From an optimization exercise on the open Yosys and OpenROAD flow, aimed at small area; shortcuts taken in it are not production practice.
In this exercise RTL edits were held to simulation tests only and were not proved equivalent to the original.
Power and IR drop assume default switching activity.

`flow/run.sh`:
```
#!/bin/bash
# Own layout flow: the standard synthesis, then the combinational logic
# between the flip-flops is re-mapped by ABC for area (flip-flops, their
# names and cell types untouched), checked equivalent by a SAT miter with the
# flip-flops cut, and the standard layout steps run on the result.
# Each tool's output goes to a log file in the work folder.
set -euo pipefail
W=$PWD
F=$W/flow
LIB=$FLOW_HOME/platforms/sky130hd/lib/sky130_fd_sc_hd__tt_025C_1v80.lib
YOSYS=${YOSYS_EXE:-$(command -v yosys || echo $FLOW_HOME/../tools/install/yosys/bin/yosys)}
R=$W/orfs/results/$FLOW_PLATFORM/main/base

bash standard.sh synth > $W/log_1_standard_synth.txt 2>&1
cp $R/1_2_yosys.v $W/synth_standard.v

sed -e "s|@LIB@|$LIB|g" -e "s|@IN@|$W/synth_standard.v|g" -e "s|@OUT@|$W/synth_reopt.v|g" \
    -e "s|@ABC@|$F/area.abc|g" $F/reopt.tcl > $W/reopt_run.tcl
ok=0
if $YOSYS -c $W/reopt_run.tcl > $W/log_2_reopt.txt 2>&1; then
  python3 $F/cutff.py $W/synth_standard.v $W/eq_gold.v gold
  python3 $F/cutff.py $W/synth_reopt.v $W/eq_gate.v gate
  sed -e "s|@LIB@|$LIB|g" -e "s|@GOLD@|$W/eq_gold.v|g" -e "s|@GATE@|$W/eq_gate.v|g" \
      $F/equiv.tcl > $W/equiv_run.tcl
  if $YOSYS -c $W/equiv_run.tcl > $W/log_3_equiv.txt 2>&1 \
     && grep -q "SUCCESS" $W/log_3_equiv.txt \
     && ! grep -q 'assign .*\(>>\|[&|^~]\)' $W/synth_reopt.v \
     && [ "$(grep -c 'sky130_fd_sc_hd__e\?dfxtp_[0-9]' $W/synth_standard.v)" = \
          "$(grep -c 'sky130_fd_sc_hd__e\?dfxtp_[0-9]' $W/synth_reopt.v)" ]; then
    ok=1
  fi
fi
if [ $ok = 1 ]; then
  echo "re-mapped netlist is equivalent: using it" > $W/log_4_choice.txt
  cp $W/synth_reopt.v $R/1_2_yosys.v
  rm -f $R/1_synth.odb $R/1_synth.sdc
else
  echo "re-mapped netlist not used: standard synthesis kept" > $W/log_4_choice.txt
fi
# Clock tree: the standard arguments, with small buffers and without the
# dummy loads CTS adds to balance levels.
export CTS_ARGS="-sink_clustering_enable -repair_clock_nets -dont_use_dummy_load $(cat $F/cts_args.txt)"
bash standard.sh > $W/log_5_layout.txt 2>&1
```
`flow/area.abc`:
```
strash; &get -n; &deepsyn -T 30; &put; strash; dch -f; &get -n; &nf -a -R 1000; &put
```
`flow/cts_args.txt`:
```
-buf_list sky130_fd_sc_hd__clkbuf_2 sky130_fd_sc_hd__clkbuf_4 -sink_clustering_size 8
```
`flow/cutff.py`:
```
#!/usr/bin/env python3
"""Cut flip-flops out of a flat yosys netlist: each FF's Q becomes an input
port, each data/enable pin an output port, named after the instance."""
import re, sys
src = open(sys.argv[1]).read()
name_ = sys.argv[3]
inst_re = re.compile(r'\n\s*(sky130_fd_sc_hd__(?:dfxtp|edfxtp|dfrtp|dfstp|dfbbp|sdf\w*|dfxbp)_\d+)\s+(\S+)\s*\((.*?)\);', re.S)
ins, outs, assigns = [], [], []
k = 0
def repl(m):
    global k
    cell, inst, body = m.groups()
    pins = dict(re.findall(r'\.(\w+)\(([^()]*)\)', body))
    tag = re.sub(r'[^A-Za-z0-9_]', '_', inst)
    for p, net in pins.items():
        net = net.strip() + " "
        if p in ('Q', 'Q_N'):
            port = f'ffq_{tag}_{p}'
            ins.append(port); assigns.append(f'  assign {net} = {port};' if p == 'Q' else f'  assign {net} = ~{port.replace("_Q_N","_Q")};')
        elif p in ('CLK',):
            pass
        else:
            port = f'ffd_{tag}_{p}'
            outs.append(port); assigns.append(f'  assign {port} = {net};')
    return '\n'
src = inst_re.sub(repl, src)
m = re.search(r'module\s+main\s*\((.*?)\);', src, re.S)
plist = m.group(1).strip()
newports = ', '.join(ins + outs)
src = src[:m.start()] + f'module {name_}({plist}, {newports});' + src[m.end():]
decl = '\n'.join([f'  input {p};' for p in sorted(set(i for i in ins if not i.endswith('_Q_N')))] + [f'  output {p};' for p in outs])
src = src.replace('endmodule', decl + '\n' + '\n'.join(assigns) + '\nendmodule', 1)
open(sys.argv[2], 'w').write(src)
```
`flow/equiv.tcl`:
```
yosys read_liberty -overwrite -ignore_miss_func @LIB@
yosys read_verilog @GOLD@
yosys read_verilog @GATE@
yosys flatten gold gate
yosys opt_clean -purge
yosys miter -equiv -flatten -make_assert gold gate miter
yosys hierarchy -top miter
yosys sat -verify -prove-asserts miter
```
`flow/reopt.tcl`:
```
yosys read_liberty -overwrite -ignore_miss_func @LIB@
yosys read_verilog -overwrite @IN@
yosys hierarchy -top main
foreach m {sky130_fd_sc_hd__dfxtp_1 sky130_fd_sc_hd__edfxtp_1} { yosys blackbox $m }
yosys flatten
yosys opt_clean -purge
yosys abc -liberty @LIB@ -dont_use *lpflow* -dont_use *probe* -script @ABC@
yosys opt_clean -purge
yosys splitnets
yosys opt_clean -purge
yosys hilomap -singleton -hicell sky130_fd_sc_hd__conb_1 HI -locell sky130_fd_sc_hd__conb_1 LO
yosys insbuf -buf sky130_fd_sc_hd__buf_1 A X
yosys stat -liberty @LIB@
yosys check
yosys write_verilog -noattr -nohex -nodec -selected @OUT@
```
`standard.sh`:
```
#!/bin/bash
# synth_recipe.tcl (not shown) runs the flow's synth.tcl, then flattens the netlist and writes it again
# the make line also repeats each setting of config.mk as NAME=value (left out here)
make -C /OpenROAD-flow-scripts/flow DESIGN_CONFIG=/design/flow/config.mk WORK_HOME=/design/flow/orfs CLKGATE_MAP_FILE= SYNTH_SCRIPT=/design/flow/synth_recipe.tcl "${@:-finish}"
```
`config.mk`:
```
export PLATFORM = sky130hd
export DESIGN_NAME = main
export DESIGN_NICKNAME = main
export VERILOG_FILES = /design/flow/design.v
export SDC_FILE = /design/flow/constraint.sdc
export NUM_CORES = 4
export LEC_CHECK = 0
export CAP_MARGIN = 20
export CORE_MARGIN = 2
export CORE_UTILIZATION = 70
export SLEW_MARGIN = 20
export SYNTH_MEMORY_MAX_BITS = 16384
```
`constraint.sdc`:
```
create_clock -name core_clock -period 10.0 [get_ports {clk}]
set_input_delay 2.0000 -clock core_clock [delete_from_list [all_inputs] [get_ports {clk}]]
set_output_delay 2.0000 -clock core_clock [all_outputs]
set_load 0.01 [all_outputs]
```
`design.v`:
```
`timescale 1ns / 1ps
module debouncer #(parameter RISE = 0)
   (input wire clk, rst, bouncy_in,
    output logic debounced_out,
    output wire  rise);
   logic [3:0] cnt;
   wire settled = cnt[3] & cnt[2];
   always_ff @(posedge clk) begin
      if (rst) begin
         debounced_out <= 0;
         cnt           <= 4'd12;
      end
      else if (settled) begin
         cnt <= (bouncy_in != debounced_out) ? 4'd0 : 4'd12;
      end
      else if (cnt[3] & cnt[1]) begin  
         debounced_out <= bouncy_in;
         cnt           <= (RISE && bouncy_in && !debounced_out) ? 4'd14 : 4'd12;
      end
      else begin
         cnt <= cnt + 1'b1;
      end
   end
   assign rise = RISE ? (cnt[3] & cnt[2] & cnt[1]) : 1'b0;
endmodule
`default_nettype none
`timescale 1ns / 100ps
module channel #(parameter W = 9, parameter PP = 0, parameter PA = 0,
                 parameter PB = 0)
   (input  wire       clk, rst, demo, alt,
    output logic [5:0] period);
   logic [W-1:0] counter;
   logic         clk_div;
   localparam PMAX = (PP > PA) ? ((PP > PB) ? PP : PB) : ((PA > PB) ? PA : PB);
   function automatic ge(input [W-1:0] c, input integer p);
      if (p == PMAX) ge = &(c | ~p[W-1:0]);
      else           ge = (c >= p);
   endfunction
   wire wrap = demo ? (alt ? ge(counter, PB) : ge(counter, PA))
                    : ge(counter, PP);
   always_ff @(posedge clk) begin
      if (rst) begin
         counter <= 0;
         clk_div <= 0;
         period  <= 0;
      end
      else begin
         counter <= wrap ? 0 : counter + 1'b1;
         clk_div <= clk_div ^ wrap;
         if (clk_div & (counter == 0)) period <= period + 1'b1;
      end
   end
endmodule
`default_nettype none
`timescale 1ns / 1ps
module main( 
   gain, leds, pwm_out, shutdown_b,
   buttons, clk, rst
   );
   input wire clk, rst;
   input  wire  [3:0] buttons;
   output logic       pwm_out;
   output logic       shutdown_b, gain;
   output logic [1:0] leds;
   logic [3:0] buttons_db;
   wire        waveform_rise;
   wire [2:0]  unused_rise;
   debouncer #(.RISE(1)) DB0 (.clk(clk), .rst(rst), .bouncy_in(buttons[0]),
                              .debounced_out(buttons_db[0]), .rise(waveform_rise));
   debouncer DB1 (.clk(clk), .rst(rst), .bouncy_in(buttons[1]),
                  .debounced_out(buttons_db[1]), .rise(unused_rise[0]));
   debouncer DB2 (.clk(clk), .rst(rst), .bouncy_in(buttons[2]),
                  .debounced_out(buttons_db[2]), .rise(unused_rise[1]));
   debouncer DB3 (.clk(clk), .rst(rst), .bouncy_in(buttons[3]),
                  .debounced_out(buttons_db[3]), .rise(unused_rise[2]));
   logic state;
   always_ff @(posedge clk) begin
      if (rst) begin
         state <= 0;
      end
      if (buttons_db[1]) begin
         state <= 1;
      end else if (|buttons_db) begin
         state <= 0;
      end
   end
   always_comb begin
      leds[0]    = state;
      leds[1]    = 0;
      shutdown_b = 1;
      gain       = 1;
   end
   logic [1:0] waveform_type;
   always_ff @(posedge clk) begin
      if (rst) begin
         waveform_type <= 0;
      end else if (waveform_rise) begin
         waveform_type <= {waveform_type[0], ~waveform_type[0] & ~waveform_type[1]};
      end
   end
   logic [11:0] pwm_counter;
   logic [1:0]  mod3;    
   logic [2:0]  mod7;    
   logic [3:0]  mod13;   
   logic [6:0]  mod125;  
   always_ff @(posedge clk) begin
      if (rst) begin
         pwm_counter <= 0;
         mod3        <= 0;
         mod7        <= 0;
         mod13       <= 0;
         mod125      <= 0;
      end
      else begin
         pwm_counter <= pwm_counter + 1'b1;
         mod3        <= {mod3[0], ~(mod3[0] | mod3[1])};
         mod7        <= {mod7[1:0], ~(mod7[1] ^ mod7[2])};
         mod13       <= (mod13 == 4'b1010) ? 4'd0 : {mod13[2:0], ~(mod13[2] ^ mod13[3])};
         mod125      <= (mod125 == 7'b1010000) ? 7'd0 : {mod125[5:0], ~(mod125[5] ^ mod125[6])};
      end
   end
   wire take_sample = mod3[1] & (mod7 == 3'b100) & (mod13 == 4'b1010);
   wire song_step = (pwm_counter[2:0] == 3'd5) & mod3[0] & (mod125 == 7'b0000001);
   logic [6:0] song_pos;
   logic       was_demo;
   always_ff @(posedge clk) begin
      was_demo <= state;
      if (rst) begin
         song_pos <= 0;
      end else if (song_step) begin
         song_pos <= was_demo ? song_pos + 1'b1 : 7'd0;
      end
   end
   wire [2:0] row = song_pos[6:4];
   logic [11:0] vols;
   always_comb begin
      case (row)
        3'd0: vols = 12'b11_00_00_00_00_00;
        3'd1: vols = 12'b11_11_00_00_00_00;
        3'd2: vols = 12'b11_11_11_00_00_00;
        3'd3: vols = 12'b11_11_11_11_00_00;
        3'd4: vols = 12'b10_10_10_10_11_10;
        3'd5: vols = 12'b10_10_10_10_11_11;
        3'd6: vols = 12'b01_01_01_10_10_10;
        default: vols = 12'b01_01_01_01_01_01;
      endcase
   end
   wire [5:0] p0, p1, p2, p4, p8, p12, p16, p20;
   channel #(.W(9), .PP(212), .PA(357), .PB(357)) CH0
     (.clk(clk), .rst(rst), .demo(state), .alt(1'b0), .period(p0));
   channel #(.W(9), .PP(106), .PA(357), .PB(357)) CH1
     (.clk(clk), .rst(rst), .demo(state), .alt(1'b0), .period(p1));
   channel #(.W(9), .PP(0), .PA(357), .PB(357)) CH2
     (.clk(clk), .rst(rst), .demo(state), .alt(1'b0), .period(p2));
   channel #(.W(9), .PP(0), .PA(212), .PB(283)) CH4
     (.clk(clk), .rst(rst), .demo(state), .alt(row >= 3'd1), .period(p4));
   channel #(.W(8), .PP(0), .PA(212), .PB(238)) CH8
     (.clk(clk), .rst(rst), .demo(state), .alt(row >= 3'd2), .period(p8));
   channel #(.W(8), .PP(0), .PA(212), .PB(178)) CH12
     (.clk(clk), .rst(rst), .demo(state), .alt(row >= 3'd3), .period(p12));
   channel #(.W(8), .PP(0), .PA(212), .PB(141)) CH16
     (.clk(clk), .rst(rst), .demo(state), .alt(row >= 3'd4), .period(p16));
   channel #(.W(8), .PP(0), .PA(212), .PB(118)) CH20
     (.clk(clk), .rst(rst), .demo(state), .alt(row >= 3'd5), .period(p20));
   logic [7:0] w0, w1;
   always_comb begin
      case (waveform_type)
        2'd1: begin
           w0 = {p0[4:0], {3{p0[0]}}} ^ {8{p0[5]}};
           w1 = {p1[4:0], {3{p1[0]}}} ^ {8{p1[5]}};
        end
        2'd2: begin
           w0 = {p0, {2{p0[0]}}};
           w1 = {p1, {2{p1[0]}}};
        end
        default: begin
           w0 = {8{p0[5]}};
           w1 = {8{p1[5]}};
        end
      endcase
   end
   wire [8:0] play_audio = (buttons[2] ? w0 : 8'd0) + (buttons[3] ? w1 : 8'd0);
   function automatic [2:0] vol_count(input [1:0] vol);
      vol_count = (vol == 2'd3) ? 3'd4 : {1'b0, vol};
   endfunction
   wire [4:0] high_count =
        {4'd0, p0[5] & (vols[11:10] != 2'd0)}
      + {4'd0, p1[5] & vols[11]}
      + {3'd0, p2[5] & (vols[11:10] == 2'd3), 1'b0}
      + ({5{p4[5]}}  & {2'd0, vol_count(vols[9:8])})
      + ({5{p8[5]}}  & {2'd0, vol_count(vols[7:6])})
      + ({5{p12[5]}} & {2'd0, vol_count(vols[5:4])})
      + ({5{p16[5]}} & {2'd0, vol_count(vols[3:2])})
      + ({5{p20[5]}} & {2'd0, vol_count(vols[1:0])});
   wire [3:0]  high_less = high_count[3:0] - 1'b1;
   wire [11:0] demo_audio = (high_count == 5'd0) ? 12'd0
                                                 : {high_less, 4'hF, ~high_less};
   wire [11:0] audio = state ? demo_audio : {3'd0, play_audio};
   logic [11:0] sample;
   wire  [11:0] pwm_counter_rev;
   genvar i;
   generate
      for (i = 0; i < 12; i++) begin : REV
         assign pwm_counter_rev[i] = pwm_counter[11-i];
      end
   endgenerate
   always_ff @(posedge clk) begin
      if (rst | take_sample) begin
         sample <= audio;
      end
      pwm_out <= (sample >= pwm_counter_rev) & (sample != 0);
   end
endmodule
```
==> results.sh, run 1 <==
export IMPL_status="aborted with a tool error"
export IMPL_stop_stage="clock tree synthesis (4_1_cts)"
export IMPL_error="[ERROR STA-0564] clock_tree_synthesis positional arguments not supported."
export IMPL_place_hpwl_mm=11.1
export IMPL_row_count=39
export IMPL_yosys_warnings=11
export IMPL_place_congestion=0.895
export IMPL_place_worst_setup_slack_ns=4.45
export IMPL_dieHeight_um=112
export IMPL_placedCellCount=1085
export IMPL_place_area_sq_um=8370
export IMPL_start_util_pct=71.3
export IMPL_syn_avg_cell_area_sq_um=8.67
export IMPL_io_buffers=7
export IMPL_ios=11
export IMPL_synthCells=935
export IMPL_fp_dieW_um=112
export IMPL_netlist_area_sq_um=8100
-- how the worst max path moves through the flow --
stage	slack, ns	endpoint	depth (start not counted)	startpoint
2_1_floorplan	5.44	sample[7]$_DFFE_PP_	14	buttons[2]
3_3_place_gp	4.64	sample[7]$_DFFE_PP_	15	buttons[2]
3_5_place_dp	4.45	sample[7]$_DFFE_PP_	15	buttons[2]
-- through the flow --
| step | hold slack, ns | util (%) |
|---|---|---|
| 3_3_place_gp | 0.419 | 73.6 |
| 2_1_floorplan | 0.391 | - |
| 3_5_place_dp | 0.439 | 73.6 |
-- power by group through the flow --
| stage | clock network, mW | registers, mW | logic (mW) |
|---|---|---|---|
| 2_1_floorplan | 0 | 0.905 | 0.108 |
| 3_3_place_gp | 0 | 0.914 | 0.131 |
| 3_5_place_dp | 0 | 0.918 | 0.140 |
==> run 2: changes to the inputs <==
--- a/flow/run.sh
+++ b/flow/run.sh
@@ -42,2 +42,6 @@
 export CTS_ARGS="-sink_clustering_enable -repair_clock_nets -dont_use_dummy_load $(cat $F/cts_args.txt)"
+# Port buffers: every input and output still gets one, of the cell named here.
+if [ -f $F/buffer_ports_args.txt ]; then
+  export BUFFER_PORTS_ARGS="$(cat $F/buffer_ports_args.txt)"
+fi
 bash standard.sh > $W/log_5_layout.txt 2>&1
==> flow/buffer_ports_args.txt (new file) <==
-buffer_cell sky130_fd_sc_hd__buf_1
==> flow/cts_args.txt (replaced) <==
-buf_list {sky130_fd_sc_hd__clkbuf_4 sky130_fd_sc_hd__clkbuf_8}
==> run 2 against run 1 <==
  * Now clean on timing, DRC and antenna
  * Synthesized cell count is the same
  * Area after synthesis is the same
==> results.sh, run 2 <==
export IMPL_start_util_pct=71.3
export IMPL_switching_share_pct=24.8
export IMPL_clock_path_buffers=2
export IMPL_place_hpwl_mm=11.0
export IMPL_nets=967
export IMPL_cp_required_ns=10.14
export IMPL_rsz0062_at_grt="false"
export IMPL_netlist_area_sq_um=8100
export IMPL_synthCells=935
export IMPL_cts_root_buf="clkbuf_8"
export IMPL_finalNonFillerCells=1102
export IMPL_cts_hold_buf=0
export IMPL_clockPowerShare_pct=26.4
export IMPL_cts_tree="built"
export IMPL_crit_type="primary input to flip-flop"
export IMPL_core_area_sq_um=11400
export IMPL_cts_made_buffers=17
export IMPL_grt_pass1_vias=6192
export IMPL_numClockSinks=196
export IMPL_power_frac_seq_pct=63.8
export IMPL_min_path_type="flip-flop to flip-flop"
export IMPL_first_pass_iters=5
export IMPL_final_cell_mix="dfxtp_1, nor2_1, a21oi_1, nor3_1, nand2_1"
export IMPL_syn_avg_cell_area_sq_um=8.67
export IMPL_top_regs="pwm_counter: 12 flops, sample: 12 flops"
export IMPL_antenna_found_initial=0
export IMPL_yosys_warnings=11
export IMPL_placedCellCount=1085
export IMPL_status="no timing/DRC/antenna violations"
export IMPL_rr_startpoint="waveform_type[0]$_SDFFE_PP0P_"
export IMPL_vias=6610
export IMPL_ios=11
export IMPL_ir_drop_v=0.000171
export IMPL_power_switching_uw=351
export IMPL_fp_dieW_um=112
export IMPL_place_congestion=0.871
export IMPL_crit_start="buttons[2]"
export IMPL_critical_path_max_fanout=5
export IMPL_io_buffers=7
export IMPL_fillCellCount=856
export IMPL_htree_levels=4
export IMPL_fmax_ghz=0.206
export IMPL_grtUsageTotal_pct=25.6
export IMPL_maxCapViolations=0
export IMPL_total_leakage_power_nw=3.22
export IMPL_vias_per_cell=6.00
export IMPL_p_per_area_nw_per_um2=165
export IMPL_postCtsSetupRepairBufs=0
export IMPL_fin_crit_ns=4.86
export IMPL_layout_commonest_cell="dfxtp_1"
export IMPL_row_count=39
export IMPL_final_setup_skew_ns=0.0224
export IMPL_path_clk_slew_ns=0.07
export IMPL_critPathCaptureType="flip-flop"
export IMPL_slew_violations=0
export IMPL_antenna_cells=0
export IMPL_drive_above_1_share_pct=2.29
export IMPL_worstMarginPinSlew_ns=0.986
export IMPL_wl_per_cell_um=13.8
export IMPL_hold_viol_final=0
export IMPL_ant_nets=0
export IMPL_wl_mm=15.2
export IMPL_drcViolationCount=0
export IMPL_final_area_sq_um=8570
export IMPL_setup_violations=0
export IMPL_cts_resized_gates=0
export IMPL_setup_tns_ns=0
export IMPL_p_comb_share_pct=9.7
export IMPL_finalCritPeriodShare_pct=48.6
export IMPL_grt_pass1_wl_mm=26.7
export IMPL_dieArea_sq_um=12500
export IMPL_drtIter0Drc=366
export IMPL_startpoint_type="primary input"
export IMPL_clk_latency_ns=0.45
export IMPL_grt_max_degree=69
export IMPL_gr_total_overflow=0
export IMPL_syn2layout_area_growth_pct=5.81
export IMPL_max_slew_margin_pct=33.6
export IMPL_p_int_mw=1.06
export IMPL_place_area_sq_um=8330
export IMPL_dieHeight_um=112
export IMPL_holdCritStartpoint="mod3[1]$_SDFF_PP0_"
export IMPL_cp_arrival_ns=5.00
[run 2: critical path: stages]
cell,delay (ns)
buf_1,0.18
clkinv_1,0.12
nor3b_1,0.47
o21ai_0,0.23
nand4_1,0.18
nor2b_1,0.17
a21oi_1,0.07
nor4_1,0.45
clkinv_1,0.16
a21o_1,0.21
a21o_1,0.21
a21o_1,0.19
o21ai_0,0.12
nor2b_1,0.17
o31ai_1,0.08
[run 2: routing by layer]
metal  GRT usage, %  vias up  wire (um)
met2           44.2      111       7470
met3           5.66       21        503
met1           32.2     3101       7070
met4           8.48        0        195
met5              0        -          0
li1               -     3377          -
[run 2: layout make-up]
type	count	area, sq um	area share, %
clock buffers	17	234	2.73
inverters	26	97.6	1.14
multi-input cells	710	3970	46.3
flip-flops and latches	196	4040	47.2
well taps	143	179	2.09
repair buffers	10	50.0	0.584
[run 2: path summary, 6_finish.rpt]
kind,slack [ns],endpoint,cells after the start
max,5.14,sample[7]$_DFFE_PP_,15
min,0.44,mod3[0]$_SDFF_PP0_,1
max reg2reg,6.17,sample[7]$_DFFE_PP_,14
min reg2reg,0.44,mod3[0]$_SDFF_PP0_,1
[run 2: per-stage QoR]
stage	power (mW)	hold slack [ns]	utilization, %	setup slack [ns]
2_1_floorplan	1.01	0.391	-	5.44
3_3_place_gp	1.04	0.409	73.2	5.03
3_5_place_dp	1.06	0.414	73.2	4.83
4_1_cts	1.42	0.436	75.3	5.28
5_1_grt	1.48	0.443	75.4	4.55
6_report	1.41	0.436	75.4	5.14
[run 2: power groups by stage]
stage	logic (mW)	registers [mW]	clock network [mW]
2_1_floorplan	0.108	0.905	0
3_3_place_gp	0.128	0.913	0
3_5_place_dp	0.138	0.919	0
4_1_cts	0.139	0.901	0.382
5_1_grt	0.161	0.911	0.411
6_report	0.138	0.902	0.374
==> run 3: changes to the inputs <==
--- a/flow/run.sh
+++ b/flow/run.sh
@@ -16,20 +16,33 @@
 
-sed -e "s|@LIB@|$LIB|g" -e "s|@IN@|$W/synth_standard.v|g" -e "s|@OUT@|$W/synth_reopt.v|g" \
-    -e "s|@ABC@|$F/area.abc|g" $F/reopt.tcl > $W/reopt_run.tcl
+# Four ABC runs with different seeds in parallel; the smallest that is
+# proven equivalent is used.
+python3 $F/cutff.py $W/synth_standard.v $W/eq_gold.v gold
+for k in 1 2 3 4; do
+  (
+    sed -e "s|@SEED@|$k|" $F/area.abc > $W/area_$k.abc
+    sed -e "s|@LIB@|$LIB|g" -e "s|@IN@|$W/synth_standard.v|g" -e "s|@OUT@|$W/synth_reopt_$k.v|g" \
+        -e "s|@ABC@|$W/area_$k.abc|g" $F/reopt.tcl > $W/reopt_run_$k.tcl
+    if $YOSYS -c $W/reopt_run_$k.tcl > $W/log_2_reopt_$k.txt 2>&1; then
+      python3 $F/cutff.py $W/synth_reopt_$k.v $W/eq_gate_$k.v gate
+      sed -e "s|@LIB@|$LIB|g" -e "s|@GOLD@|$W/eq_gold.v|g" -e "s|@GATE@|$W/eq_gate_$k.v|g" \
+          $F/equiv.tcl > $W/equiv_run_$k.tcl
+      if $YOSYS -c $W/equiv_run_$k.tcl > $W/log_3_equiv_$k.txt 2>&1 \
+         && grep -q "SUCCESS" $W/log_3_equiv_$k.txt \
+         && ! grep -q 'assign .*\(>>\|[&|^~]\)' $W/synth_reopt_$k.v \
+         && [ "$(grep -c 'sky130_fd_sc_hd__e\?dfxtp_[0-9]' $W/synth_standard.v)" = \
+              "$(grep -c 'sky130_fd_sc_hd__e\?dfxtp_[0-9]' $W/synth_reopt_$k.v)" ]; then
+        grep "Chip area for module '.main'" $W/log_2_reopt_$k.txt | tail -1 | awk -v k=$k '{print $NF, k}' > $W/area_$k.txt
+      fi
+    fi
+  ) &
+done
+wait
 ok=0
-if $YOSYS -c $W/reopt_run.tcl > $W/log_2_reopt.txt 2>&1; then
-  python3 $F/cutff.py $W/synth_standard.v $W/eq_gold.v gold
-  python3 $F/cutff.py $W/synth_reopt.v $W/eq_gate.v gate
-  sed -e "s|@LIB@|$LIB|g" -e "s|@GOLD@|$W/eq_gold.v|g" -e "s|@GATE@|$W/eq_gate.v|g" \
-      $F/equiv.tcl > $W/equiv_run.tcl
-  if $YOSYS -c $W/equiv_run.tcl > $W/log_3_equiv.txt 2>&1 \
-     && grep -q "SUCCESS" $W/log_3_equiv.txt \
-     && ! grep -q 'assign .*\(>>\|[&|^~]\)' $W/synth_reopt.v \
-     && [ "$(grep -c 'sky130_fd_sc_hd__e\?dfxtp_[0-9]' $W/synth_standard.v)" = \
-          "$(grep -c 'sky130_fd_sc_hd__e\?dfxtp_[0-9]' $W/synth_reopt.v)" ]; then
-    ok=1
-  fi
+best=$(cat $W/area_*.txt 2>/dev/null | sort -g | head -1 | awk "{print \$2}" || true)
+if [ -n "$best" ]; then
+  cp $W/synth_reopt_$best.v $W/synth_reopt.v
+  ok=1
 fi
 if [ $ok = 1 ]; then
-  echo "re-mapped netlist is equivalent: using it" > $W/log_4_choice.txt
+  echo "re-mapped netlist $best is equivalent and smallest: using it" > $W/log_4_choice.txt; cat $W/area_*.txt >> $W/log_4_choice.txt || true
   cp $W/synth_reopt.v $R/1_2_yosys.v
==> flow/area.abc (replaced) <==
strash; &get -n; &deepsyn -T 45 -S @SEED@; &put; strash; dch -f; &get -n; &nf -a -R 1000; &put
==> run 3 against run 2 <==
  * Maximum frequency is 3.5% higher
  * Critical endpoint unchanged
  * Setup slack gained 0.17 ns
  * Still clean
  * First-iteration DRC count rose by 44%
  * Highest routed layer unchanged
  * Core utilization shrank 0.42 points
  * Area after synthesis decreased by 0.77%
  * Total power down 0.23%
  * Sequential power hardly changed
  * Design area shrank 0.98%
  * Sequential cell count unchanged
==> results.sh, run 3 <==
export IMPL_status="no timing/DRC/antenna violations"
export IMPL_min_path_cells=1
export IMPL_cts_hold_buf=0
export IMPL_multi_input_area_sq_um=3880
export IMPL_cp_slowest_cell="nor3_1"
export IMPL_min_path_type="flip-flop to flip-flop"
export IMPL_met3WireLength_um=605
export IMPL_regArea_sq_um=4040
export IMPL_io_buffers=7
export IMPL_crit_chain="buf_1 -> nand2_1 -> nor3_1 -> nor2_1 -> a22oi_1 -> o21ai_0 -> a21oi_1 -> nor2_1 -> a21oi_1 -> nor2_1 -> or3_1 -> a21oi_1 -> o21bai_1 -> and3_1 -> o31ai_1"
export IMPL_ios=11
export IMPL_syn_avg_cell_area_sq_um=8.65
export IMPL_dieHeight_um=111
export IMPL_nets=961
export IMPL_cp_slowest_stage_delay_ns=0.40
export IMPL_r2r_end="sample[7]$_DFFE_PP_"
export IMPL_synthCells=929
export IMPL_cts_tree="built"
export IMPL_drcViolationCount=0
export IMPL_antenna_found_initial=0
export IMPL_critical_path_max_fanout=5
export IMPL_startpoint_type="primary input"
export IMPL_max_slew_margin_pct=31.0
export IMPL_fmax_ghz=0.213
export IMPL_fillCellCount=857
export IMPL_ir_drop_v=0.000143
export IMPL_core_area_sq_um=11300
export IMPL_cts_resized_gates=0
export IMPL_drtIter0Drc=528
export IMPL_setup_tns_ns=0
export IMPL_place_hpwl_mm=10.6
export IMPL_cp_arrival_ns=4.87
export IMPL_rr_startpoint="waveform_type[0]$_SDFFE_PP0P_"
export IMPL_top_regs="pwm_counter: 12 flops, sample: 12 flops"
export IMPL_place_congestion=0.862
export IMPL_p_per_area_nw_per_um2=166
export IMPL_yosys_warnings=11
export IMPL_final_setup_skew_ns=0.0329
export IMPL_total_leakage_power_nw=3.06
export IMPL_gr_total_overflow=0
export IMPL_highest_layer="met4"
export IMPL_dieArea_sq_um=12400
export IMPL_start_util_pct=71.0
export IMPL_htree_levels=4
export IMPL_netlist_area_sq_um=8040
export IMPL_fp_dieW_um=111
export IMPL_wl_mm=14.9
export IMPL_cp_required_ns=10.17
export IMPL_grt_max_degree=68
export IMPL_grtUsageTotal_pct=25.1
export IMPL_worstMarginPinSlew_ns=1.02
export IMPL_rrSetupSlack_ns=6.45
export IMPL_crit_start="buttons[3]"
export IMPL_wl_met1_mm=6.86
export IMPL_met2_length_mm=7.00
export IMPL_critPathCaptureType="flip-flop"
export IMPL_worstHoldEndpoint="mod3[0]$_SDFF_PP0_"
export IMPL_crit_type="primary input to flip-flop"
export IMPL_holdCritStartpoint="mod3[1]$_SDFF_PP0_"
export IMPL_layout_commonest_cell="dfxtp_1"
export IMPL_reg2regPathDepth=14
export IMPL_grt_pass1_wl_mm=26.0
export IMPL_cts_made_buffers=17
export IMPL_rsz0062_at_grt="false"
export IMPL_maxCapViolations=0
export IMPL_slew_violations=0
export IMPL_drive_above_1_share_pct=2.20
export IMPL_path_clk_slew_ns=0.07
export IMPL_finalCritPeriodShare_pct=47.0
export IMPL_clock_path_buffers=2
export IMPL_clk_latency_ns=0.48
export IMPL_vias=6591
export IMPL_syn2layout_area_growth_pct=5.59
export IMPL_antenna_cells=0
export IMPL_numClockSinks=196
export IMPL_final_cell_mix="dfxtp_1, nor2_1, a21oi_1, nor3_1, o21ai_0"
export IMPL_first_pass_iters=5
export IMPL_fin_crit_ns=4.70
export IMPL_power_total_mw=1.41
export IMPL_setup_violations=0
export IMPL_vias_per_cell=6.01
export IMPL_postCtsSetupRepairBufs=0
export IMPL_hold_viol_final=0
export IMPL_row_count=39
export IMPL_ant_nets=0
export IMPL_wl_per_cell_um=13.6
export IMPL_cts_root_buf="clkbuf_8"
export IMPL_grt_pass1_vias=6117
-- run 3: worst max-delay path by stage --
stage / slack (ns) / cells past startpoint / endpoint
2_1_floorplan: 5.47 / 14 / sample[7]$_DFFE_PP_
3_3_place_gp: 5.06 / 15 / sample[7]$_DFFE_PP_
3_5_place_dp: 4.89 / 15 / sample[7]$_DFFE_PP_
4_1_cts: 5.36 / 15 / sample[7]$_DFFE_PP_
5_1_grt: 5.01 / 15 / sample[7]$_DFFE_PP_
6_report: 5.30 / 15 / sample[7]$_DFFE_PP_
-- run 3: critical path: cells and delay by family --
kind                   cells  cell delay, ns
AND/OR/NAND/NOR            7            1.35
buffers and inverters      1            0.19
AO/OA/AOI/OAI              7            1.32
-- run 3: metrics by stage --
stage / area, sq um / util, % / hold WS (ns) / setup slack, ns / cells
floorplan: 8040 / - / 0.382 / 5.47 / 930
global route: 8490 / 75.0 / 0.453 / 5.01 / 1096
finish: 8490 / 75.0 / 0.418 / 5.30 / 1096
CTS: 8480 / 74.9 / 0.414 / 5.36 / 1095
global placement: 8250 / 72.9 / 0.398 / 5.06 / 1078
detailed placement: 8250 / 72.9 / 0.407 / 4.89 / 1078
-- run 3: power breakdown --
group	leakage, nW	switching (mW)	internal (mW)	total [mW]
Combinational	1.31	0.0758	0.0585	0.134
Clock	0.122	0.227	0.150	0.377
Sequential	1.62	0.0494	0.850	0.899
-- run 3: area by class of cell --
type / instances / area share [%]
clock buffers: 17 / 2.76
inverters: 29 / 1.28
repair buffers: 10 / 0.560
well taps: 143 / 2.11
multi-input cells: 701 / 45.7
flip-flops and latches: 196 / 47.6
-- run 3: per-layer routing --
layer	GRT usage [%]	vias to the layer above
li1	-	3374
met1	31.2	3058
met2	40.7	122
met3	6.83	37
met4	11.7	0
met5	0	-
==> run 4: changes to the inputs <==
--- a/design.v
+++ b/design.v
@@ -6,3 +6,3 @@
    logic [3:0] cnt;
-   wire settled = cnt[3] & cnt[2];
+   wire settled = ~cnt[3] & ~cnt[2];
    always_ff @(posedge clk) begin
@@ -10,10 +10,10 @@
          debounced_out <= 0;
-         cnt           <= 4'd12;
+         cnt           <= 4'd0;
       end
       else if (settled) begin
-         cnt <= (bouncy_in != debounced_out) ? 4'd0 : 4'd12;
-      end
-      else if (cnt[3] & cnt[1]) begin  
+         cnt <= (bouncy_in != debounced_out) ? 4'd5 : 4'd0;
+      end
+      else if (&cnt) begin  
          debounced_out <= bouncy_in;
-         cnt           <= (RISE && bouncy_in && !debounced_out) ? 4'd14 : 4'd12;
+         cnt           <= (RISE && bouncy_in && !debounced_out) ? 4'd1 : 4'd0;
       end
@@ -23,3 +23,3 @@
    end
-   assign rise = RISE ? (cnt[3] & cnt[2] & cnt[1]) : 1'b0;
+   assign rise = RISE ? cnt[0] & ~cnt[2] & ~cnt[3] : 1'b0;
 endmodule
@@ -28,3 +28,3 @@
 module channel #(parameter W = 9, parameter PP = 0, parameter PA = 0,
-                 parameter PB = 0)
+                 parameter PB = 0, parameter LFSR = 0)
    (input  wire       clk, rst, demo, alt,
@@ -38,4 +38,7 @@
    endfunction
-   wire wrap = demo ? (alt ? ge(counter, PB) : ge(counter, PA))
-                    : ge(counter, PP);
+   wire wrap = LFSR ? (~demo | (counter == 9'b010001001))
+                    : demo ? (alt ? ge(counter, PB) : ge(counter, PA))
+                           : ge(counter, PP);
+   wire [W-1:0] counter_next = LFSR ? {counter[W-2:0], ~(counter[4] ^ counter[W-1])}
+                                    : counter + 1'b1;
    always_ff @(posedge clk) begin
@@ -47,3 +50,3 @@
       else begin
-         counter <= wrap ? 0 : counter + 1'b1;
+         counter <= wrap ? 0 : counter_next;
          clk_div <= clk_div ^ wrap;
@@ -152,3 +155,3 @@
      (.clk(clk), .rst(rst), .demo(state), .alt(1'b0), .period(p1));
-   channel #(.W(9), .PP(0), .PA(357), .PB(357)) CH2
+   channel #(.W(9), .PP(0), .PA(357), .PB(357), .LFSR(1)) CH2
      (.clk(clk), .rst(rst), .demo(state), .alt(1'b0), .period(p2));
==> run 4 against run 3 <==
  * Critical path type unchanged
  * Core utilization rose by 0.099 points
  * Clock skew is 0.016 ns lower
  * Setup slack better by 0.65 ns
  * Maximum frequency increased by 16%
  * Clock power hardly changed
  * Worst hold slack better by 0.013 ns
  * Sequential cell count did not move
  * Total power shrank 7.4%
  * Sequential share of layout area is 0.063 points lower
==> results.sh, run 4 <==
export IMPL_first_pass_iters=5
export IMPL_row_count=39
export IMPL_antenna_cells=0
export IMPL_fin_ws_ns=5.95
export IMPL_ant_nets=0
export IMPL_fin_crit_ns=4.05
export IMPL_reg2regPathDepth=12
export IMPL_path_clk_slew_ns=0.08
export IMPL_rrSetupSlack_ns=6.41
export IMPL_top_regs="pwm_counter: 12 flops, sample: 12 flops"
export IMPL_critical_path_max_fanout=10
export IMPL_max_slew_margin_pct=33.4
export IMPL_io_buffers=7
export IMPL_clk_latency_ns=0.46
export IMPL_place_congestion=0.906
export IMPL_fmax_ghz=0.247
export IMPL_clock_path_buffers=2
export IMPL_ir_drop_v=0.000142
export IMPL_rsz0062_at_grt="false"
export IMPL_holdCritStartpoint="mod125[4]$_SDFF_PP0_"
export IMPL_rr_startpoint="waveform_type[0]$_SDFFE_PP0P_"
export IMPL_synthCells=918
export IMPL_postCtsSetupRepairBufs=0
export IMPL_grtUsageTotal_pct=25.1
export IMPL_setup_violations=0
export IMPL_drcViolationCount=0
export IMPL_wl_mm=14.7
export IMPL_worstMarginPinSlew_ns=0.997
export IMPL_wl_per_cell_um=13.5
export IMPL_grt_pass1_wl_mm=25.9
export IMPL_htree_levels=4
export IMPL_netlist_area_sq_um=8020
export IMPL_slew_violations=0
export IMPL_cts_resized_gates=0
export IMPL_ios=11
export IMPL_setup_tns_ns=0
export IMPL_antenna_found_initial=0
export IMPL_min_path_cells=2
export IMPL_grt_max_degree=77
export IMPL_layout_commonest_cell="dfxtp_1"
export IMPL_maxCapViolations=0
export IMPL_dieArea_sq_um=12300
export IMPL_vias_per_cell=5.96
export IMPL_finalCritPeriodShare_pct=40.5
export IMPL_fp_dieW_um=111
export IMPL_final_cell_mix="dfxtp_1, nor2_1, a21oi_1, nor3_1, nand2_1"
export IMPL_status="no timing/DRC/antenna violations"
export IMPL_cts_root_buf="clkbuf_8"
export IMPL_min_path_type="flip-flop to flip-flop"
export IMPL_dieHeight_um=111
export IMPL_r2r_end="sample[7]$_DFFE_PP_"
export IMPL_cp_required_ns=10.19
export IMPL_drtIter0Drc=393
export IMPL_yosys_warnings=11
export IMPL_startpoint_type="primary input"
export IMPL_fillCellCount=834
export IMPL_numClockSinks=196
export IMPL_final_setup_skew_ns=0.0166
export IMPL_crit_type="primary input to flip-flop"
export IMPL_gr_total_overflow=0
export IMPL_nets=951
export IMPL_vias=6470
export IMPL_worstHoldEndpoint="mod125[5]$_SDFF_PP0_"
export IMPL_cts_hold_buf=0
export IMPL_syn_avg_cell_area_sq_um=8.74
export IMPL_critPathCaptureType="flip-flop"
export IMPL_p_per_area_nw_per_um2=154
export IMPL_drive_above_1_share_pct=2.55
export IMPL_core_area_sq_um=11300
export IMPL_place_hpwl_mm=10.2
export IMPL_place_worst_setup_slack_ns=5.25
export IMPL_syn2layout_area_growth_pct=5.97
export IMPL_total_leakage_power_nw=3.19
export IMPL_cp_arrival_ns=4.24
export IMPL_start_util_pct=70.9
export IMPL_grt_pass1_vias=6162
export IMPL_cts_tree="built"
export IMPL_cts_made_buffers=17
export IMPL_hold_viol_final=0
==> run 4: worst max path at each step <==
stage               slack (ns)  depth (start not counted)  startpoint                  end
finish                    5.95                         12  buttons[2]  sample[7]$_DFFE_PP_
detailed placement        5.25                          5         rst  sample[0]$_DFFE_PP_
global placement          5.36                          5         rst  sample[6]$_DFFE_PP_
CTS                       5.72                          5         rst  sample[5]$_DFFE_PP_
global route              5.66                         12  buttons[2]  sample[7]$_DFFE_PP_
floorplan                 5.62                          3         rst  sample[0]$_DFFE_PP_
==> run 4: where the power goes <==
part,internal (mW),total [mW],switching [mW],leakage (nW)
sequential,0.823,0.848,0.0256,1.61
combinational,0.0339,0.0816,0.0477,1.46
clock,0.150,0.376,0.225,0.122
==> run 4: final cells by class <==
cell class	count	area (sq um)	area share (%)
Tap cell	143	179	2.10
Multi-Input combinational cell	697	3900	45.9
Sequential cell	196	4040	47.6
Inverter	22	82.6	0.971
Timing Repair Buffer	11	57.6	0.677
Clock buffer	17	234	2.75
==> run 4: metal layers <==
metal,track usage (%),wire [um],share of wire [%]
met1,30.1,6910,47
met2,43.8,7070,48
met3,6.18,516,3.5
met4,9.63,189,1.3
met5,0,0,0
==> run 4: through the flow <==
step           instances  total power, mW  hold slack (ns)  instance area, sq um  utilization [%]
3_5_place_dp        1069            0.946            0.423                  8250             72.9
5_1_grt             1086             1.36            0.453                  8500             75.1
6_report            1086             1.31            0.430                  8500             75.1
4_1_cts             1086             1.31            0.434                  8490             75.0
3_3_place_gp        1069            0.938            0.420                  8250             72.9
2_1_floorplan        919            0.920            0.391                  8030                -
==> run 4: critical path: stages <==
cell      delay (ns)
buf_1           0.27
o21ai_0         0.14
a21oi_1         0.16
and2_0          0.23
mux2i_1         0.26
nand4_1         0.17
a21o_1          0.23
a21o_1          0.20
a21oi_1         0.18
o21bai_1        0.17
and2_0          0.15
o31ai_1         0.07
==> run 5: changes to the inputs <==
--- a/design.v
+++ b/design.v
@@ -213,3 +213,3 @@
       end
-      pwm_out <= (sample >= pwm_counter_rev) & (sample != 0);
+      pwm_out <= (sample >= {pwm_counter_rev[11:1], pwm_counter_rev[0] | (pwm_counter == 12'd0)});
    end
--- a/flow/run.sh
+++ b/flow/run.sh
@@ -4,3 +4,4 @@
 # names and cell types untouched), checked equivalent by a SAT miter with the
-# flip-flops cut, and the standard layout steps run on the result.
+# flip-flops cut, and the standard layout steps run on the result, with the
+# clock tree and port buffers set by cts_args.txt and buffer_ports_args.txt.
 # Each tool's output goes to a log file in the work folder.
@@ -16,6 +17,6 @@
 
-# Four ABC runs with different seeds in parallel; the smallest that is
+# Eight ABC runs with different seeds, four at a time; the smallest that is
 # proven equivalent is used.
 python3 $F/cutff.py $W/synth_standard.v $W/eq_gold.v gold
-for k in 1 2 3 4; do
+for k in 1 2 3 4 5 6 7 8; do
   (
@@ -37,2 +38,3 @@
   ) &
+  if [ $k = 4 ]; then wait; fi
 done
==> run 5 against run 4 <==
  * Still clean on timing, DRC and antenna
  * Final cell count decreased by 0.37%
  * Sequential share of layout area is 0.077 points higher
  * Count of clock-buffer cells in the layout stayed put
  * Critical endpoint is now sample[8]$_DFFE_PP_
  * Largest power group unchanged
==> results.sh, run 5 <==
export IMPL_first_pass_iters=6
export IMPL_core_area_sq_um=11300
export IMPL_path_clk_slew_ns=0.08
export IMPL_cp_arrival_ns=4.27
export IMPL_wl_mm=14.7
export IMPL_nets=947
export IMPL_reg2regPathDepth=13
export IMPL_critical_path_max_fanout=7
export IMPL_crit_chain="buf_1 -> clkinv_1 -> nor3_1 -> nand2_1 -> o21ai_0 -> a311oi_1 -> or2_0 -> nand2_1 -> a21o_1 -> a21oi_1 -> o21a_1 -> nor2_1 -> nor2_1 -> nor2_1 -> o22ai_1"
export IMPL_slew_violations=0
export IMPL_final_setup_skew_ns=0.0222
export IMPL_vias=6431
export IMPL_setup_tns_ns=0
export IMPL_gr_total_overflow=0
export IMPL_drive_above_1_share_pct=2.34
export IMPL_cp_slowest_cell="nor3_1"
export IMPL_r2r_end="sample[3]$_DFFE_PP_"
export IMPL_grt_pass1_wl_mm=25.7
export IMPL_cts_tree="built"
export IMPL_min_path_cells=1
export IMPL_place_congestion=0.901
export IMPL_cp_required_ns=10.15
export IMPL_antenna_cells=0
export IMPL_clk_latency_ns=0.46
export IMPL_ir_drop_v=0.000127
export IMPL_cts_root_buf="clkbuf_8"
export IMPL_vias_per_cell=5.94
export IMPL_netlist_area_sq_um=8020
export IMPL_dieHeight_um=111
export IMPL_rsz0062_at_grt="false"
export IMPL_fmax_ghz=0.242
export IMPL_grt_pass1_vias=5940
export IMPL_p_per_area_nw_per_um2=151
export IMPL_place_hpwl_mm=10.2
export IMPL_rr_startpoint="song_pos[4]$_SDFFE_PP0P_"
export IMPL_setup_violations=0
export IMPL_cp_slowest_stage_delay_ns=0.37
export IMPL_grtUsageTotal_pct=24.8
export IMPL_syn_avg_cell_area_sq_um=8.76
export IMPL_yosys_warnings=11
export IMPL_max_slew_margin_pct=30.2
export IMPL_htree_levels=4
export IMPL_fp_dieW_um=111
export IMPL_layout_commonest_cell="dfxtp_1"
export IMPL_cts_hold_buf=0
export IMPL_cts_resized_gates=0
export IMPL_io_buffers=7
export IMPL_finalCritPeriodShare_pct=41.3
export IMPL_multi_input_area_sq_um=3910
export IMPL_row_count=39
export IMPL_startpoint_type="primary input"
export IMPL_wl_per_cell_um=13.6
export IMPL_final_cell_mix="dfxtp_1, nor2_1, a21oi_1, nor3_1, nand2_1"
export IMPL_syn2layout_area_growth_pct=5.87
export IMPL_worstHoldEndpoint="mod3[0]$_SDFF_PP0_"
export IMPL_synthCells=915
export IMPL_cts_made_buffers=17
export IMPL_fin_crit_ns=4.13
export IMPL_drtIter0Drc=426
export IMPL_power_total_mw=1.28
export IMPL_critPathCaptureType="flip-flop"
export IMPL_dieArea_sq_um=12300
export IMPL_top_regs="pwm_counter: 12 flops, sample: 12 flops"
export IMPL_postCtsSetupRepairBufs=0
export IMPL_rrSetupSlack_ns=6.10
export IMPL_maxCapViolations=0
export IMPL_status="no timing/DRC/antenna violations"
export IMPL_min_path_type="flip-flop to flip-flop"
export IMPL_start_util_pct=71.1
export IMPL_ios=11
export IMPL_whs_ns=0.449
export IMPL_fillCellCount=824
export IMPL_numClockSinks=196
export IMPL_cp_common_cell="nor2_1"
export IMPL_worstMarginPinSlew_ns=1.04
export IMPL_ant_nets=0
export IMPL_holdCritStartpoint="mod3[1]$_SDFF_PP0_"
export IMPL_total_leakage_power_nw=3.10
export IMPL_clock_path_buffers=2
export IMPL_regArea_sq_um=4040
export IMPL_hold_viol_final=0
export IMPL_grt_max_degree=76
export IMPL_drcViolationCount=0
export IMPL_antenna_found_initial=0
export IMPL_crit_type="primary input to flip-flop"
[run 5: how the worst max path moves through the flow]
stage	endpoint	startpoint	slack (ns)
2_1_floorplan	sample[7]$_DFFE_PP_	buttons[3]	6.09
3_3_place_gp	sample[8]$_DFFE_PP_	buttons[2]	5.69
3_5_place_dp	sample[8]$_DFFE_PP_	buttons[2]	5.49
4_1_cts	sample[8]$_DFFE_PP_	buttons[2]	5.95
5_1_grt	sample[8]$_DFFE_PP_	buttons[2]	5.63
6_report	sample[8]$_DFFE_PP_	buttons[2]	5.87
[run 5: power by group]
| part | leakage (nW) | switching, mW | internal, mW |
|---|---|---|---|
| Sequential | 1.62 | 0.0218 | 0.818 |
| Combinational | 1.36 | 0.0399 | 0.0297 |
| Clock | 0.122 | 0.224 | 0.150 |
[run 5: layout make-up]
cell class / instances / area share [%]
Multi-Input combinational cell: 697 / 46.1
Timing Repair Buffer: 10 / 0.590
Tap cell: 143 / 2.11
Clock buffer: 17 / 2.76
Inverter: 19 / 0.840
Sequential cell: 196 / 47.6
[run 5: stage by stage]
stage / instances / worst slack [ns] / instance area, sq um / utilization [%]
finish: 1082 / 5.87 / 8490 / 75.3
global route: 1082 / 5.63 / 8490 / 75.3
CTS: 1082 / 5.95 / 8490 / 75.3
global placement: 1065 / 5.69 / 8240 / 73.1
detailed placement: 1065 / 5.49 / 8250 / 73.2
floorplan: 916 / 6.09 / 8020 / -
[run 5: worst max-delay path: cells and delay by family]
family,cells,cell delay (ns)
and+or+nand+nor,7,1.14
AOI/OAI and AO/OA,6,0.68
buffers and inverters,2,0.46
[run 5: metal layers]
metal | up-vias | part of all wire [%] | GRT usage, % | wire (um)
li1 | 3314 | - | - | -
met1 | 2954 | 47 | 31.6 | 6910
met2 | 132 | 47 | 41.0 | 6890
met3 | 31 | 3.9 | 5.52 | 567
met4 | 0 | 2.1 | 10.2 | 310
met5 | - | 0 | 0 | 0
==> run 6: changes to the inputs <==
--- a/design.v
+++ b/design.v
@@ -109,7 +109,7 @@
    always_ff @(posedge clk) begin
+      mod3  <= {mod3[0], ~(mod3[0] | mod3[1] | rst)};
+      mod7  <= {mod7[1:0], ~(mod7[1] ^ mod7[2]) & ~rst};
+      mod13 <= (mod13 == 4'b1010) ? 4'd0 : {mod13[2:0], ~(mod13[2] ^ mod13[3]) & ~rst};
       if (rst) begin
          pwm_counter <= 0;
-         mod3        <= 0;
-         mod7        <= 0;
-         mod13       <= 0;
          mod125      <= 0;
@@ -118,5 +118,2 @@
          pwm_counter <= pwm_counter + 1'b1;
-         mod3        <= {mod3[0], ~(mod3[0] | mod3[1])};
-         mod7        <= {mod7[1:0], ~(mod7[1] ^ mod7[2])};
-         mod13       <= (mod13 == 4'b1010) ? 4'd0 : {mod13[2:0], ~(mod13[2] ^ mod13[3])};
          mod125      <= (mod125 == 7'b1010000) ? 7'd0 : {mod125[5:0], ~(mod125[5] ^ mod125[6])};
==> flow/cts_args.txt (replaced) <==
-buf_list sky130_fd_sc_hd__buf_6
==> run 6 against run 5 <==
  * Setup slack got worse by 0.29 ns
  * Core utilization down 0.71 points
  * Synthesized cell count up 0.98%
  * Critical path depth down 1
  * Critical path type unchanged
==> results.sh, run 6 <==
export IMPL_status="no timing/DRC/antenna violations"
export IMPL_clock_path_buffers=2
export IMPL_cts_tree="built"
export IMPL_synthCells=924
export IMPL_top_regs="pwm_counter: 12 flops, sample: 12 flops"
export IMPL_place_worst_setup_slack_ns=5.22
export IMPL_layout_commonest_cell="dfxtp_1"
export IMPL_final_setup_skew_ns=0.0275
export IMPL_drcViolationCount=0
export IMPL_ir_drop_v=0.000163
export IMPL_row_count=39
export IMPL_rr_startpoint="song_pos[6]$_SDFFE_PP0P_"
export IMPL_grt_pass1_wl_mm=26.8
export IMPL_final_cell_mix="dfxtp_1, nor2_1, a21oi_1, nor3_1, nand2_1"
export IMPL_vias=6529
export IMPL_utilization_pct=74.6
export IMPL_netlist_area_sq_um=8000
export IMPL_path_clk_slew_ns=0.07
export IMPL_fillCellCount=862
export IMPL_maxCapViolations=0
export IMPL_vias_per_cell=5.99
export IMPL_nets=955
export IMPL_critical_path_max_fanout=7
export IMPL_worstMarginPinSlew_ns=1.04
export IMPL_p_per_area_nw_per_um2=154
export IMPL_startpoint_type="primary input"
export IMPL_cts_made_buffers=17
export IMPL_drtIter0Drc=411
export IMPL_place_congestion=0.859
export IMPL_gr_total_overflow=0
export IMPL_cts_resized_gates=0
export IMPL_grt_pass1_vias=6277
export IMPL_cts_hold_buf=0
export IMPL_placedCellCount=1073
export IMPL_hold_viol_final=0
export IMPL_finalCritPeriodShare_pct=44.2
export IMPL_cts_root_buf="buf_6"
export IMPL_setup_tns_ns=0
export IMPL_numClockSinks=196
export IMPL_dieArea_sq_um=12300
export IMPL_fin_ws_ns=5.58
export IMPL_io_buffers=7
export IMPL_slew_violations=0
export IMPL_min_path_type="flip-flop to flip-flop"
export IMPL_antenna_found_initial=0
export IMPL_rsz0062_at_grt="false"
export IMPL_cp_arrival_ns=4.56
export IMPL_yosys_warnings=11
export IMPL_total_leakage_power_nw=3.08
export IMPL_clk_latency_ns=0.44
export IMPL_syn_avg_cell_area_sq_um=8.66
export IMPL_cp_required_ns=10.14
export IMPL_drive_above_1_share_pct=2.22
export IMPL_power_total_mw=1.30
export IMPL_place_hpwl_mm=10.6
export IMPL_grt_max_degree=63
export IMPL_fin_crit_ns=4.42
export IMPL_ios=11
export IMPL_htree_levels=4
export IMPL_critPathCaptureType="flip-flop"
export IMPL_core_area_sq_um=11300
export IMPL_finalNonFillerCells=1090
export IMPL_grtUsageTotal_pct=26.0
export IMPL_setup_violations=0
export IMPL_ant_nets=0
export IMPL_wl_per_cell_um=13.9
export IMPL_first_pass_iters=5
export IMPL_dieHeight_um=111
export IMPL_postCtsSetupRepairBufs=0
export IMPL_fmax_ghz=0.226
export IMPL_holdCritStartpoint="mod13[0]$_SDFF_PP0_"
export IMPL_crit_start="buttons[2]"
export IMPL_fp_dieW_um=111
export IMPL_start_util_pct=71.0
export IMPL_max_slew_margin_pct=30.0
export IMPL_wl_mm=15.2
export IMPL_antenna_cells=0
export IMPL_crit_type="primary input to flip-flop"
export IMPL_syn2layout_area_growth_pct=5.07
run 6: worst max-delay path, stage by stage:
cell and delay, ns:
buf_1 0.23, nand2_1 0.13, nor3_1 0.39, nor2_1 0.14, a22oi_1 0.31, o21a_1 0.23
nor3_1 0.10, o21ai_0 0.31, a21o_1 0.20, a21oi_1 0.09, nor2_1 0.13, nor2_1 0.08
a21oi_1 0.14, o22ai_1 0.09
run 6: per-layer routing:
| metal | GRT usage (%) | vias up | routed length [um] | share of wire (%) |
|---|---|---|---|---|
| met1 | 31.2 | 3051 | 6870 | 45 |
| li1 | - | 3316 | - | - |
| met3 | 5.52 | 35 | 564 | 3.7 |
| met4 | 11.4 | 0 | 343 | 2.3 |
| met2 | 45.1 | 127 | 7380 | 49 |
| met5 | 0 | - | 0 | 0 |
run 6: area by class of cell:
cell class / count / area [sq um] / share of cell area (%)
tap: 143 / 179 / 2.13
clock buffer: 17 / 191 / 2.28
multi-input combinational: 699 / 3850 / 45.8
timing repair buffer: 10 / 50.0 / 0.595
inverter: 25 / 93.8 / 1.12
sequential: 196 / 4040 / 48.1
run 6: path summary, 6_finish.rpt:
check / to / slack (ns) / depth (start not counted)
setup / recovery: sample[8]$_DFFE_PP_ / 5.58 / 14
hold / removal: mod13[1]$_SDFF_PP0_ / 0.36 / 0
setup reg to reg: sample[4]$_DFFE_PP_ / 6.30 / 10
hold reg to reg: mod13[1]$_SDFF_PP0_ / 0.36 / 0
run 6: stage by stage:
step / instance area, sq um / hold slack, ns
global placement: 8220 / 0.337
CTS: 8410 / 0.359
global route: 8410 / 0.373
floorplan: 8010 / 0.331
detailed placement: 8220 / 0.345
finish: 8410 / 0.357
run 6: power by group:
group / leakage, nW / switching [mW] / internal [mW]
clock: 0.103 / 0.228 / 0.130
sequential: 1.62 / 0.0264 / 0.829
combinational: 1.36 / 0.0459 / 0.0376
total: 3.08 / 0.300 / 0.996
==> run 7: changes to the inputs <==
--- a/design.v
+++ b/design.v
@@ -194,7 +194,9 @@
       + ({5{p20[5]}} & {2'd0, vol_count(vols[1:0])});
-   wire [3:0]  high_less = high_count[3:0] - 1'b1;
-   wire [11:0] demo_audio = (high_count == 5'd0) ? 12'd0
-                                                 : {high_less, 4'hF, ~high_less};
-   wire [11:0] audio = state ? demo_audio : {3'd0, play_audio};
-   logic [11:0] sample;
+   wire [8:0] audio_code = state ? {4'd0, high_count} : play_audio;
+   logic        sample_demo;
+   logic [8:0]  sample_code;
+   wire  [3:0]  high_less = sample_code[3:0] - 1'b1;
+   wire  [11:0] sample = !sample_demo ? {3'd0, sample_code}
+                       : (sample_code[4:0] == 5'd0) ? 12'd0
+                       : {high_less, 4'hF, ~high_less};
    wire  [11:0] pwm_counter_rev;
@@ -208,3 +210,4 @@
       if (rst | take_sample) begin
-         sample <= audio;
+         sample_demo <= state;
+         sample_code <= audio_code;
       end
==> run 7 against run 6 <==
  * Non-clock buffer count fell by 1
  * Count of clock-buffer cells in the layout did not move
  * Setup slack got worse by 0.43 ns
  * Total power fell by 0.37%
  * Wire length rose by 0.42%
  * Largest cell class unchanged
  * Critical path type unchanged
  * Still clean on timing, DRC and antenna
==> results.sh, run 7 <==
export IMPL_rr_startpoint="waveform_type[1]$_SDFFE_PP0P_"
export IMPL_row_count=38
export IMPL_antenna_cells=0
export IMPL_vias_per_cell=6.07
export IMPL_place_congestion=0.870
export IMPL_p_per_area_nw_per_um2=155
export IMPL_grt_max_degree=67
export IMPL_dieHeight_um=111
export IMPL_gr_total_overflow=0
export IMPL_finalCritPeriodShare_pct=48.5
export IMPL_ir_drop_v=0.000124
export IMPL_crit_family="simple AND/OR/NAND/NOR gates"
export IMPL_place_area_sq_um=8150
export IMPL_netlist_area_sq_um=7950
export IMPL_cts_resized_gates=0
export IMPL_critical_path_max_fanout=11
export IMPL_crit_chain="buf_1 -> nor3b_1 -> a21o_1 -> a211o_1 -> and2_0 -> mux2i_1 -> a21oi_1 -> o21a_1 -> nor2_1 -> o32ai_1 -> maj3_1 -> and2_0 -> nor2_1 -> xnor2_1 -> nor2_1"
export IMPL_p_comb_share_pct=6.6
export IMPL_cp_slowest_cell="nor3b_1"
export IMPL_yosys_warnings=11
export IMPL_core_area_sq_um=11000
export IMPL_fp_dieW_um=111
export IMPL_cp_arrival_ns=5.00
export IMPL_htree_levels=4
export IMPL_status="no timing/DRC/antenna violations"
export IMPL_numClockSinks=194
export IMPL_drive_above_1_share_pct=2.16
export IMPL_hold_viol_final=0
export IMPL_placedCellCount=1049
export IMPL_cts_made_buffers=17
export IMPL_holdCritStartpoint="mod7[0]$_DFF_P_"
export IMPL_crit_buf_inv=1
export IMPL_antenna_found_initial=0
export IMPL_cts_hold_buf=0
export IMPL_start_util_pct=72.4
export IMPL_p_int_uw=987
export IMPL_cts_tree="built"
export IMPL_clock_path_buffers=2
export IMPL_drcViolationCount=0
export IMPL_cp_slowest_stage_delay_ns=0.49
export IMPL_synthCells=904
export IMPL_place_hpwl_mm=10.5
export IMPL_worstMarginPinSlew_ns=0.932
export IMPL_power_total_mw=1.29
export IMPL_final_setup_skew_ns=0.0375
export IMPL_grt_pass1_wl_mm=26.5
export IMPL_total_leakage_power_nw=3.14
export IMPL_rsz0062_at_grt="false"
export IMPL_fmax_ghz=0.206
export IMPL_r2r_end="sample_code[7]$_SDFFCE_PP0P_"
export IMPL_syn2layout_area_growth_pct=4.96
export IMPL_wl_mm=15.2
export IMPL_crit_type="primary input to flip-flop"
export IMPL_final_area_sq_um=8340
export IMPL_largest_reg_flops=12
export IMPL_setup_tns_ns=0
export IMPL_fin_ws_ns=5.15
export IMPL_setup_violations=0
export IMPL_final_cell_mix="dfxtp_1, nor2_1, a21oi_1, nor3_1"
export IMPL_max_slew_margin_pct=37.2
export IMPL_fin_crit_ns=4.85
export IMPL_clockPowerShare_pct=27.8
export IMPL_switching_share_pct=23.5
export IMPL_power_frac_seq_pct=65.6
export IMPL_dieArea_sq_um=12200
export IMPL_place_worst_setup_slack_ns=4.75
export IMPL_vias=6466
export IMPL_startpoint_type="primary input"
export IMPL_slew_violations=0
export IMPL_cts_root_buf="buf_6"
export IMPL_min_path_cells=0
export IMPL_power_switching_uw=304
export IMPL_ant_nets=0
export IMPL_cp_common_cell="nor2_1"
export IMPL_finalNonFillerCells=1066
export IMPL_grtUsageTotal_pct=25.8
export IMPL_layout_commonest_cell="dfxtp_1"
export IMPL_drtIter0Drc=452
export IMPL_cp_required_ns=10.15
export IMPL_min_path_type="flip-flop to flip-flop"
export IMPL_critPathCaptureType="flip-flop"
export IMPL_nets=934
export IMPL_worstHoldEndpoint="mod7[1]$_DFF_P_"
export IMPL_reg2regPathDepth=14
export IMPL_path_clk_slew_ns=0.10
export IMPL_postCtsSetupRepairBufs=0
export IMPL_ios=11
export IMPL_maxCapViolations=0
export IMPL_syn_avg_cell_area_sq_um=8.79
export IMPL_first_pass_iters=6
export IMPL_clk_latency_ns=0.44
export IMPL_top_register="pwm_counter"
export IMPL_wl_per_cell_um=14.3
export IMPL_io_buffers=7
export IMPL_grt_pass1_vias=6136
export IMPL_rrSetupSlack_ns=6.24
## run 7: power groups by stage
stage	sequential, mW	combinational (mW)	clock [mW]
floorplan	0.856	0.0648	0
global placement	0.860	0.0787	0
detailed placement	0.863	0.0844	0
CTS	0.847	0.0853	0.366
global route	0.853	0.0963	0.396
finish	0.847	0.0856	0.359
## run 7: worst max-delay path by stage
stage               start                      endpoint  cells past startpoint
3_3_place_gp   buttons[3]  sample_code[7]$_SDFFCE_PP0P_                     15
3_5_place_dp   buttons[3]  sample_code[7]$_SDFFCE_PP0P_                     15
2_1_floorplan  buttons[3]  sample_code[7]$_SDFFCE_PP0P_                     14
4_1_cts        buttons[3]  sample_code[7]$_SDFFCE_PP0P_                     15
6_report       buttons[3]  sample_code[7]$_SDFFCE_PP0P_                     15
5_1_grt        buttons[3]  sample_code[7]$_SDFFCE_PP0P_                     15
## run 7: per-layer routing
layer  vias to the layer above  global-route usage, %  routed length, um
met3                        29                   7.19                693
met5                         -                      0                  0
met1                      3014                   31.4               6980
met4                         0                   8.92                236
li1                       3267                      -                  -
met2                       156                   44.0               7300
## run 7: final cells by class
| cell class | instances | area (sq um) |
|---|---|---|
| Fill cell | 807 | 2640 |
| Clock buffer | 17 | 191 |
| Tap cell | 140 | 175 |
| Multi-Input combinational cell | 694 | 3910 |
| Sequential cell | 194 | 3980 |
| Timing Repair Buffer | 9 | 42.5 |
| Inverter | 12 | 45.0 |
## run 7: metrics by stage
step	util [%]	hold slack (ns)
2_1_floorplan	-	0.331
3_3_place_gp	74.2	0.341
3_5_place_dp	74.2	0.347
4_1_cts	76.0	0.359
5_1_grt	76.0	0.353
6_report	76.0	0.356

separate check: timing with driven ports:
How much do the figures lean on ideal ports? The routed layouts below were timed once more, with nothing changed but the port constraints.
Step 1 assumes that a clkbuf_16 drives the clock port and a buf_2 every other input.
Step 2, shift: input delay + t, output delay - t, t = (earliest + latest rising clock arrival at the registers) / 2. This alone moves slack from input paths to output paths.
a / b / c = ideal ports / drivers / drivers and shift; a / b = the first two.
run | t, ns | setup slack, ns | slew at the worst register clock pin (ns) | worst slew at a driven data input, ns | pins driven straight from the clock port
run 2 | 0.473 | 5.137 / 5.136 / 4.663 | 0.09 / 0.09 | 0.04 | 1
run 3 | 0.500 | 5.303 / 5.317 / 4.816 | 0.10 / 0.10 | 0.03 | 1
run 4 | 0.486 | 5.953 / 5.954 / 5.468 | 0.09 / 0.09 | 0.04 | 1
run 5 | 0.482 | 5.874 / 5.886 / 5.404 | 0.09 / 0.09 | 0.03 | 1
run 6 | 0.462 | 5.581 / 5.595 / 5.133 | 0.10 / 0.10 | 0.03 | 1
run 7 | 0.462 | 5.152 / 5.166 / 4.704 | 0.10 / 0.10 | 0.04 | 1
After both steps setup and hold are still met in every run listed. For run 3, which loses most, drivers alone change the setup slack by +0.014 ns; drivers and shift together by -0.487 ns.
